This is an optimization exercise on Yosys and OpenROAD, whose aim is small area and a short achievable clock period, not a production implementation.
No functional check of the RTL was part of this run.

===== flow/run.sh =====
#!/bin/bash
# synth_recipe.tcl (not shown) runs the flow's synth.tcl, then flattens the netlist and writes it again
# the make line also repeats each setting of config.mk as NAME=value (left out here)
make -C /OpenROAD-flow-scripts/flow DESIGN_CONFIG=/design/flow/config.mk WORK_HOME=/design/flow/orfs CLKGATE_MAP_FILE= SYNTH_SCRIPT=/design/flow/synth_recipe.tcl finish

===== flow/config.mk =====
export PLATFORM = sky130hd
export DESIGN_NAME = full_mult
export DESIGN_NICKNAME = full_mult
export VERILOG_FILES = /design/flow/design.v
export SDC_FILE = /design/flow/constraint.sdc
export NUM_CORES = 4
export LEC_CHECK = 0
export CAP_MARGIN = 20
export CORE_MARGIN = 2
export CORE_UTILIZATION = 25
export PLACE_DENSITY = 0.45
export SLEW_MARGIN = 20

===== flow/constraint.sdc =====
create_clock -name core_clock -period 9.0 [get_ports {src_clk}]
set_input_delay 1.8000 -clock core_clock [delete_from_list [all_inputs] [get_ports {src_clk}]]
set_output_delay 1.8000 -clock core_clock [all_outputs]
set_load 0.01 [all_outputs]

===== flow/design.v =====
module Mem_Manager
(
    input clk,
    input rst,
    output reg part_real_done,
    output reg we_out,
    output reg [(7 - 1):0] Dir_M1,
    output reg [(7 - 1):0] Dir_M2
);
reg [(7 - 1):0] count;
reg [(7 - 1):0] slowcount;
always @(posedge clk or negedge rst)
begin
    if (!rst)
    begin
        we_out         <= 1'b1;
        count          <= 7'd0;
        slowcount      <= 7'd0;
        Dir_M1         <= 7'd0;
        Dir_M2         <= 7'd0;
        part_real_done <= 1'b0;
    end
    else if (count == 7'd56)
    begin
        count  <= 7'd0;
        Dir_M2 <= 7'd0;
        if (slowcount == 7'd56)
        begin
            slowcount      <= 7'd0;
            Dir_M1         <= 7'd0;
            part_real_done <= 1^part_real_done;  
        end
        else
        begin
            slowcount <= slowcount + 7'd8;
            Dir_M1    <= slowcount + 7'd8;
        end
    end
    else
    begin
        count  <= count + 7'd8;
        Dir_M2 <= count + 7'd8;
    end
end
endmodule
module single_port_ram
#(parameter DATA_WIDTH=8, parameter ADDR_WIDTH=6, parameter PARALLEL_READ=8)
(
	input signed [(DATA_WIDTH-1):0] data,
	input [(ADDR_WIDTH-1):0] addr,
	input we,clk,
	output signed [((DATA_WIDTH*PARALLEL_READ)-1):0] q
);
	reg [DATA_WIDTH-1:0] ram[2**ADDR_WIDTH-1:0];
	reg [ADDR_WIDTH-1:0] addr_reg;
	always @ (posedge clk)
	begin
		if (we)
			ram[addr] <= data;
		addr_reg <= addr;
	end
	genvar k;
	generate
		for (k = 0; k < PARALLEL_READ; k = k + 1) begin : rd
			wire [ADDR_WIDTH-1:0] a = addr_reg + k;
			assign q[(DATA_WIDTH*(PARALLEL_READ-k))-1 -: DATA_WIDTH] = ram[a];
		end
	endgenerate
endmodule
module Q_RAM
(
    input [3:0]we,
    input clk,we_in,
    input signed [(8-1):0] data_m1_real,data_m1_imag,data_m2_real,data_m2_imag,    
    input  [(7 - 1):0] Dir_M1, Dir_M2,  
    output reg we_out,
    output signed [((8*8)-1):0] Br_m1,
    output signed [((8*8)-1):0] Br_m2,
    output signed [((8*8)-1):0] Bi_m1,
    output signed [((8*8)-1):0] Bi_m2
);
single_port_ram M1_Real
(
    .data (data_m1_real),
    .addr (Dir_M1[(6-1):0]),
    .we   (we[0]),
    .clk  (clk),
    .q    (Br_m1)
);
single_port_ram M2_Real
(
    .data (data_m2_real),
    .addr (Dir_M2[(6-1):0]),
    .we   (we[1]),
    .clk  (clk),
    .q    (Br_m2)
);
single_port_ram M1_Imag
(
    .data (data_m1_imag),
    .addr (Dir_M1[(6-1):0]),
    .we   (we[2]),
    .clk  (clk),
    .q    (Bi_m1)
);
single_port_ram M2_Imag
(
    .data (data_m2_imag),
    .addr (Dir_M2[(6-1):0]),
    .we   (we[3]),
    .clk  (clk),
    .q    (Bi_m2)
);
always @(posedge clk) begin
    we_out <= we_in;
end
endmodule
module Block_Select 
(
    input state,
    input signed [((8*8)-1):0] Br_m1,
    input signed [((8*8)-1):0] Br_m2,
    input signed [((8*8)-1):0] Bi_m1,
    input signed [((8*8)-1):0] Bi_m2,
    output signed [((8*8)-1):0] MX_1,
    output signed [((8*8)-1):0] MX_2,
    output signed [((8*8)-1):0] MY_1,
    output signed [((8*8)-1):0] MY_2
);
assign MX_1 = Br_m1;
assign MX_2 = (state==1'b0)? Br_m2:Bi_m2;   
assign MY_1 = Bi_m1;                             
assign MY_2 = (state==1'b0)? Bi_m2:Br_m2;
endmodule
module Fxp_Mult
(
input signed [((8*8)-1):0] Mult_1,
input signed [((8*8)-1):0] Mult_2,
output signed [((8*8)-1):0] Out_1
);
wire signed [(2*(8*8)-1):0] Prod;
genvar k;
generate
    for (k = 0; k < 8; k = k + 1) begin : lane
        assign Prod[(2*8*(k+1))-1 -: 2*8] =
            $signed(Mult_1[(8*(k+1))-1 -: 8]) * $signed(Mult_2[(8*(k+1))-1 -: 8]);
        assign Out_1[(8*(k+1))-1 -: 8] = Prod[(2*8*(k+1))-1 -: 8];
    end
endgenerate
endmodule
module pipe_Sum_0
(
input clk, we_in,
input signed [((8*8)-1):0] In_1,
output reg we_out,
output signed [((4*8) - 1):0] partial_sum_0
);
reg signed[(8-1):0] buffer [0:(8 - 1)];
reg signed [8:0] suma_acumulada [0:3]; 
integer b;
always @(*)
begin
    for (b = 0; b < 8; b = b + 1)
        buffer[b] = In_1[(8*b) +: 8];
end
always @(posedge clk)
begin
        we_out <= we_in;
        suma_acumulada[0] <= buffer[0] + buffer[1];
        suma_acumulada[1] <= buffer[2] + buffer[3];
        suma_acumulada[2] <= buffer[4] + buffer[5];
        suma_acumulada[3] <= buffer[6] + buffer[7];
end
assign partial_sum_0 [(8*1)-1 -: 8] = suma_acumulada[0][8:1];
assign partial_sum_0 [(8*2)-1 -: 8] = suma_acumulada[1][8:1];
assign partial_sum_0 [(8*3)-1 -: 8] = suma_acumulada[2][8:1];
assign partial_sum_0 [(8*4)-1 -: 8] = suma_acumulada[3][8:1];
endmodule
module pipe_Sum_1
(
input clk, we_in,
input signed [((8*4)-1):0] In_2,
output reg we_out,
output signed [((8*2)-1):0] partial_sum_1
);
reg signed [(8-1):0] buffer_1 [0:((8/2) - 1)];
reg signed [8:0] suma_acumulada_1 [0:((8/4) - 1)];
integer b;
always @(*)
begin
    for (b = 0; b < (8/2); b = b + 1)
        buffer_1[b] = In_2[(8*b) +: 8];
end
always @(posedge clk)
begin
        we_out <= we_in;
        suma_acumulada_1[0] <= buffer_1[0] + buffer_1[1];
        suma_acumulada_1[1] <= buffer_1[2] + buffer_1[3];
end
assign partial_sum_1[(8*1)-1 -: 8] = suma_acumulada_1[0][8:1];
assign partial_sum_1[(8*2)-1 -: 8] = suma_acumulada_1[1][8:1];
endmodule
module pipe_Sum_2
(
input clk, we_in,
input signed [((8*2)-1):0] In_3,
output reg we_out,
output signed [((8)-1):0] partial_sum_2
);
reg signed [((8)-1):0] buffer_2 [0:1];
reg signed [8:0] temp;
always @(*)
begin
    buffer_2[0] = In_3[(8*1)-1 -: 8];
    buffer_2[1] = In_3[(8*2)-1 -: 8];
end
always @(posedge clk)
begin
    we_out <= we_in;
    temp <= buffer_2[0] + buffer_2[1];
end
assign partial_sum_2 = temp[8:1];
endmodule
module pipe_Sum_3
(
 input clk, we_in1, we_in2, state,
 input signed [((8)-1):0] partial_sum_2,
 input signed [((8)-1):0] partial_sum_3,
output reg we_out,
 output signed [((8)-1):0] result
);
reg signed [8:0] temp;
always @(posedge clk)
begin
    if (we_in1 == 1 && we_in2==1)
        we_out <= 1'b1;
    else
        we_out <= 1'b0;
    if (!state)
        temp <= partial_sum_2 - partial_sum_3;
    else
        temp <= partial_sum_2 + partial_sum_3;
end
assign result = temp[8:1];
endmodule
module full_mult 
(
input [3:0]we, 
input src_clk, rst,
input signed [(8-1):0] data_m1_real,data_m1_imag,data_m2_real,data_m2_imag,    
input[(7 - 1):0] Dir_M1, Dir_M2,
output signed [((8)-1):0] coefficient
);
wire flag;
wire [(7 - 1):0] Dir_Matrix_1, Dir_Matrix_2;
wire [(7 - 1):0] Dir_Mmanager_1, Dir_Mmanager_2;
wire signed [((8*8)-1):0] Br_m1;
wire signed [((8*8)-1):0] Br_m2;
wire signed [((8*8)-1):0] Bi_m1;
wire signed [((8*8)-1):0] Bi_m2;
wire signed [((8*8)-1):0] MX_1;
wire signed [((8*8)-1):0] MX_2;
wire signed [((8*8)-1):0] MY_1;
wire signed [((8*8)-1):0] MY_2;
wire signed [((8*8)-1):0] Out_1;
wire signed [((8*8)-1):0] Out_2;
wire signed [((8*4)-1):0] sum_0;
wire signed [((8*4)-1):0] sum_1;
wire signed [((8*2)-1):0] sum_2;
wire signed [((8*2)-1):0] sum_3;
wire signed [((8)-1):0] sum_4;
wire signed [((8)-1):0] sum_5;
wire we_out0;
wire we_out1;
wire we_out2;
wire we_out3;
wire we_out4;
wire we_out12;
wire we_out13;
wire we_out14;
wire we_out_final;
reg [3:0] flag_pipe;
always @(posedge src_clk)
    flag_pipe <= {flag_pipe[2:0], flag};
assign Dir_Matrix_1 = (we == 4'b0000)? Dir_Mmanager_1:Dir_M1;
assign Dir_Matrix_2 = (we == 4'b0000)? Dir_Mmanager_2:Dir_M2;
Mem_Manager DUT 
(
    .clk(src_clk),
    .rst(rst),
    .part_real_done (flag),
	 .we_out(we_out0),
    .Dir_M1(Dir_Mmanager_1),
    .Dir_M2(Dir_Mmanager_2)
);
Q_RAM Q_RAM
(
    .we(we),
	 .we_in(we_out0),
    .clk(src_clk),
    .data_m1_real(data_m1_real), 
    .data_m1_imag(data_m1_imag), 
    .data_m2_real(data_m2_real), 
    .data_m2_imag(data_m2_imag), 
	.we_out(we_out1),
    .Dir_M1(Dir_Matrix_1),   
    .Dir_M2(Dir_Matrix_2),  
    .Br_m1(Br_m1),
    .Br_m2(Br_m2),
    .Bi_m1(Bi_m1),
    .Bi_m2(Bi_m2) 
);
Block_Select Select
(
    .state (flag_pipe[0]),
    .Br_m1 (Br_m1),
    .Br_m2 (Br_m2),
    .Bi_m1 (Bi_m1),
    .Bi_m2 (Bi_m2),
    .MX_1  (MX_1),
    .MX_2  (MX_2),
    .MY_1  (MY_1),
    .MY_2  (MY_2)
 );
Fxp_Mult Mult_0
(
    .Mult_1 (MX_1),
    .Mult_2 (MX_2),
    .Out_1 (Out_1)
);
Fxp_Mult Mult_1
(
    .Mult_1 (MY_1),
    .Mult_2 (MY_2),
    .Out_1 (Out_2)
);
pipe_Sum_0  Firstsum_0
(
    .clk (src_clk),
	 .In_1 (Out_1),
	 .we_in(we_out1),
	 .we_out(we_out2),
    .partial_sum_0 (sum_0)
);
pipe_Sum_0  Firstsum_1
(
    .clk (src_clk),
	 .In_1 (Out_2),
	 .we_in(we_out1),
	 .we_out(we_out12),
    .partial_sum_0 (sum_1)
);
pipe_Sum_1 Secondsum_0
(
    .clk (src_clk),
    .In_2 (sum_0),
    .we_in(we_out2),
	 .we_out(we_out3),
    .partial_sum_1 (sum_2)
);
pipe_Sum_1 Secondsum_1
(
    .clk  (src_clk),
    .In_2 (sum_1),
	 .we_in(we_out12),
    .we_out (we_out13),
    .partial_sum_1 (sum_3)
);
pipe_Sum_2 Thirdsum_0
(
    .clk (src_clk),    
    .In_3 (sum_2),
    .we_in(we_out3),
	 .we_out(we_out4),
    .partial_sum_2 (sum_4)
);
pipe_Sum_2 Thirdsum_1
(
    .clk (src_clk),    
    .In_3 (sum_3),
	.we_in(we_out13),
	 .we_out (we_out14),
    .partial_sum_2 (sum_5)
);
pipe_Sum_3 Result
( 
	 .clk (src_clk),
	 .we_in1(we_out4),
	 .we_in2(we_out14),
	 .state (flag_pipe[3]),
	 .partial_sum_2 (sum_4),
	 .partial_sum_3 (sum_5),
    .we_out(we_out_final),
    .result (coefficient)
);
endmodule

==> run summary <==
-- worst register-to-register path, delay by kind of cell (launching register included) --
kind / cells / cell delay (ps)
adders and majority gates: 7 / 3010
muxes: 4 / 1650
buffers and inverters: 10 / 1580
xor gates and xnor gates: 2 / 800
and+or+nand+nor: 5 / 660
AOI/OAI and AO/OA: 5 / 530
DFF: 1 / 410
-- final cells by class --
cell class | instances | share of cell area
clock buffers | 346 | 0.0342
well taps | 10100 | 0.0566
clock inverters | 162 | 0.00750
multi-input cells | 8664 | 0.528
flip-flops and latches | 2193 | 0.289
inverters | 1209 | 0.0204
diodes | 24 | 0.000269
repair buffers | 1495 | 0.0643
-- cell usage after synthesis, drive strengths merged (28+ instances only) --
master and n:
nor4 28, fa 867, a221oi 39, ha 557, a31oi 36, edfxtp 2048
inv 1209, nor3 117, mux2i 274, a21oi 218, o211ai 40, a211oi 40
dfxtp 136, or2 105, nand3 135, nand2 626, nor2b 210, a22oi 79
clkbuf 282, nor2 963, a22o 41, o21bai 31, and3 32, xor2 89
o22ai 78, nand2b 128, buf 559, a21o 31, o21ai 201, a2111oi 35
and2 163, xnor2 269, mux2 83, mux4 2947
-- how the worst max path moves through the flow --
stage	to	slack, ps	startpoint	cells after the start
finish	Firstsum_1.suma_acumulada[1][8]	220	Q_RAM.M2_Real.addr_reg[0]	33
global route	Firstsum_0.suma_acumulada[1][8]	-40	Q_RAM.M2_Real.addr_reg[1]	38
CTS	Firstsum_0.suma_acumulada[1][8]	2	Q_RAM.M2_Real.addr_reg[1]	37
detailed placement	Firstsum_0.suma_acumulada[2][8]	-260	Q_RAM.M2_Real.addr_reg[1]	34
global placement	Firstsum_0.suma_acumulada[2][8]	-380	Q_RAM.M2_Real.addr_reg[1]	34
floorplan	Firstsum_0.suma_acumulada[1][8]	3	Q_RAM.M2_Real.addr_reg[1]	40
-- what timing repair did --
| item | 4_1_cts | 5_1_grt |
|---|---|---|
| gates resized for setup | 8 | 190 |
| setup buffers | 1 | 45 |
| endpoints found under the setup margin | 15 | 44 |
| pin swaps | 0 | 10 |
| gates cloned | 0 | 30 |
-- per-layer routing --
layer  vias up  routed length (µm)  GRT usage
met5         -                 111          0
met4        16               49200      0.100
met1     71700              301000      0.255
met2      8091              355000      0.307
met3      1496               90200     0.0594
li1      53000                   -          -
-- cells by family (layout without fill, tap and decap cells) --
logic type | count (synthesis) | after routing | share of synthesized area
compound gates | 999 | 999 | 0.0355
flops | 2193 | 2193 | 0.340
fa+ha+maj | 1424 | 1424 | 0.128
mux | 3304 | 3304 | 0.370
buf+inv | 2050 | 3212 | 0.0460
simple gates | 2579 | 2579 | 0.0631
other cells | 0 | 24 | 0
xor+xnor | 358 | 358 | 0.0171
==> results.sh <==
export IMPL_cts_root_buf="clkbuf_16"
export IMPL_routed_wl_mm=796
export IMPL_synthFlopType="edfxtp_1"
export IMPL_grt_max_degree=150
export IMPL_timing_final_crit_share=0.975
export IMPL_multi_input_area_um2=118000
export IMPL_status="finished clean"
export IMPL_grt_pass1_wl_mm=1070
export IMPL_hold_path_depth=0
export IMPL_synth_top_cell_area_share=0.350
export IMPL_boundaryPins=60
export IMPL_final_common_cell="mux4_2"
export IMPL_path_buf_inv=10
export IMPL_cp_top_family="adder cells"
export IMPL_placed_cells_incl_taps=23600
export IMPL_dp_hpwl_mm=583
export IMPL_rr_worst_depth=33
export IMPL_critical_path_class="flip-flop to flip-flop"
export IMPL_skew_ps=95.3
export IMPL_netlist_area_um2=190000
export IMPL_fin_nets=15300
export IMPL_hold_path_startpoint="flag_pipe[2]"
export IMPL_yosysWarnings=13
export IMPL_synth_edf_count=2048
export IMPL_grt_total_usage=0.199
export IMPL_path_max_fanout=16
export IMPL_worst_pin_slew_ps=1280
export IMPL_hold_class="flip-flop to flip-flop"
export IMPL_fin_tns_setup_ps=0
export IMPL_syn_area_per_cell_um2=14.7
export IMPL_r2r_end="Firstsum_1.suma_acumulada[1][8]"
export IMPL_maxSlewViolCount=0
export IMPL_firstDrtPassIters=6
export IMPL_synth_cell_types=82
export IMPL_core_um2=755000
export IMPL_crit_path_frequent_cell="fa_1"
export IMPL_synth_seq_cells=2193
export IMPL_clk_pin_slew_ps=60
export IMPL_cap_viol_max_count=0
export IMPL_finalHoldViolations=0
export IMPL_synth_seq_area_share=0.340
export IMPL_clock_path_buffers=4
export IMPL_holdPathEnd="flag_pipe[3]"
export IMPL_layout_min_cycle_time_ps=8780
export IMPL_drtIter0Drc=17300
export IMPL_die_width_um=875
export IMPL_worstSetupStartpointType="flip-flop"
export IMPL_cp_data_arrival_time_ps=9620
export IMPL_portBuffers=57
export IMPL_dieArea_um2=766000
export IMPL_num_vias=134000
export IMPL_area_growth_pct=17.8
export IMPL_initial_utilization=0.251
export IMPL_setup_ws_ps=222
export IMPL_cp_slowest_stage_delay_ps=540
export IMPL_ctsHoldBuffers=0
export IMPL_gp_congestion=0.945
export IMPL_drive_gt1_frac=0.377
export IMPL_wire_per_inst_um=32.9
export IMPL_setup_viol=0
export IMPL_whs_ps=332
export IMPL_worstReg2RegStart="Q_RAM.M2_Real.addr_reg[0]"
export IMPL_cp_end_kind="flip-flop"
export IMPL_clk_latency_ps=1010
export IMPL_seqCellArea_um2=64500
export IMPL_fp_dieH_um=875
export IMPL_rrSetupSlack_ps=220
export IMPL_dpl_cell_area_um2=212000
export IMPL_syn_inst=12900
export IMPL_n_fill_cell=75600
export IMPL_drt_vias_per_instance=5.55
export IMPL_final_cell_area_um2=223000
export IMPL_required_ps=9840
export IMPL_rows=319
export IMPL_cpMaxStageDelayCell="fa_1"
export IMPL_fin_util=0.296
export IMPL_layout_common_cells="2947 x mux4_2, 2048 x edfxtp_1, 1199 x inv_1, 1199 x buf_4, 887 x nor2_1"
export IMPL_async_reset_ff_frac=0.00410
export IMPL_post_route_drc_count=0
export IMPL_grt_pass1_vias=130000
export IMPL_place_ws_ps=-258
export IMPL_relSlewSlack=0.144
export IMPL_layoutNonFillerInstCount=24200
export IMPL_synthTopCellsByArea="mux4_2 35%, edfxtp_1 32%, fa_1 9.2%"
export IMPL_fmax_ghz=0.114
export IMPL_cts_sinks=2193
export IMPL_grt_setup_unrepaired="true"
export IMPL_cts_htree_levels=5
export IMPL_yosys_area_top_type="mux4_2"
export IMPL_syn_nets=14400
export IMPL_antenna_found_initial=49
export IMPL_cts_tree="done"
export IMPL_overflow=0
export IMPL_final_antenna_net_count=0
export IMPL_numCtsBuffers=287

static timing again, ports no longer ideal:
No port has a modelled driver above. Below, the same layout with a new extraction and two added sets of constraints.
Step 1: set_driving_cell puts a clkbuf_16 on src_clk and a buf_2 on each other input, an assumption about the parent block.
Step 2 moves the port delays by t, midway between the first and last clock arrival at a register: inputs arrive t later, outputs are due t later. That takes back most of the time a late clock gives input paths.
Slacks: ideal ports / drivers / drivers and shift; pairs: ideal ports / drivers.
t (ns): 1.088
setup WS [ns]: 0.222 / 0.222 / 0.222
clock arrival spread, ns: 0.096 / 0.096
cell pins on the clock port's net: 1
After both steps this run still meets setup and hold. For this run, drivers alone change the setup slack by 0.000 ns; drivers and shift together by 0.000 ns.
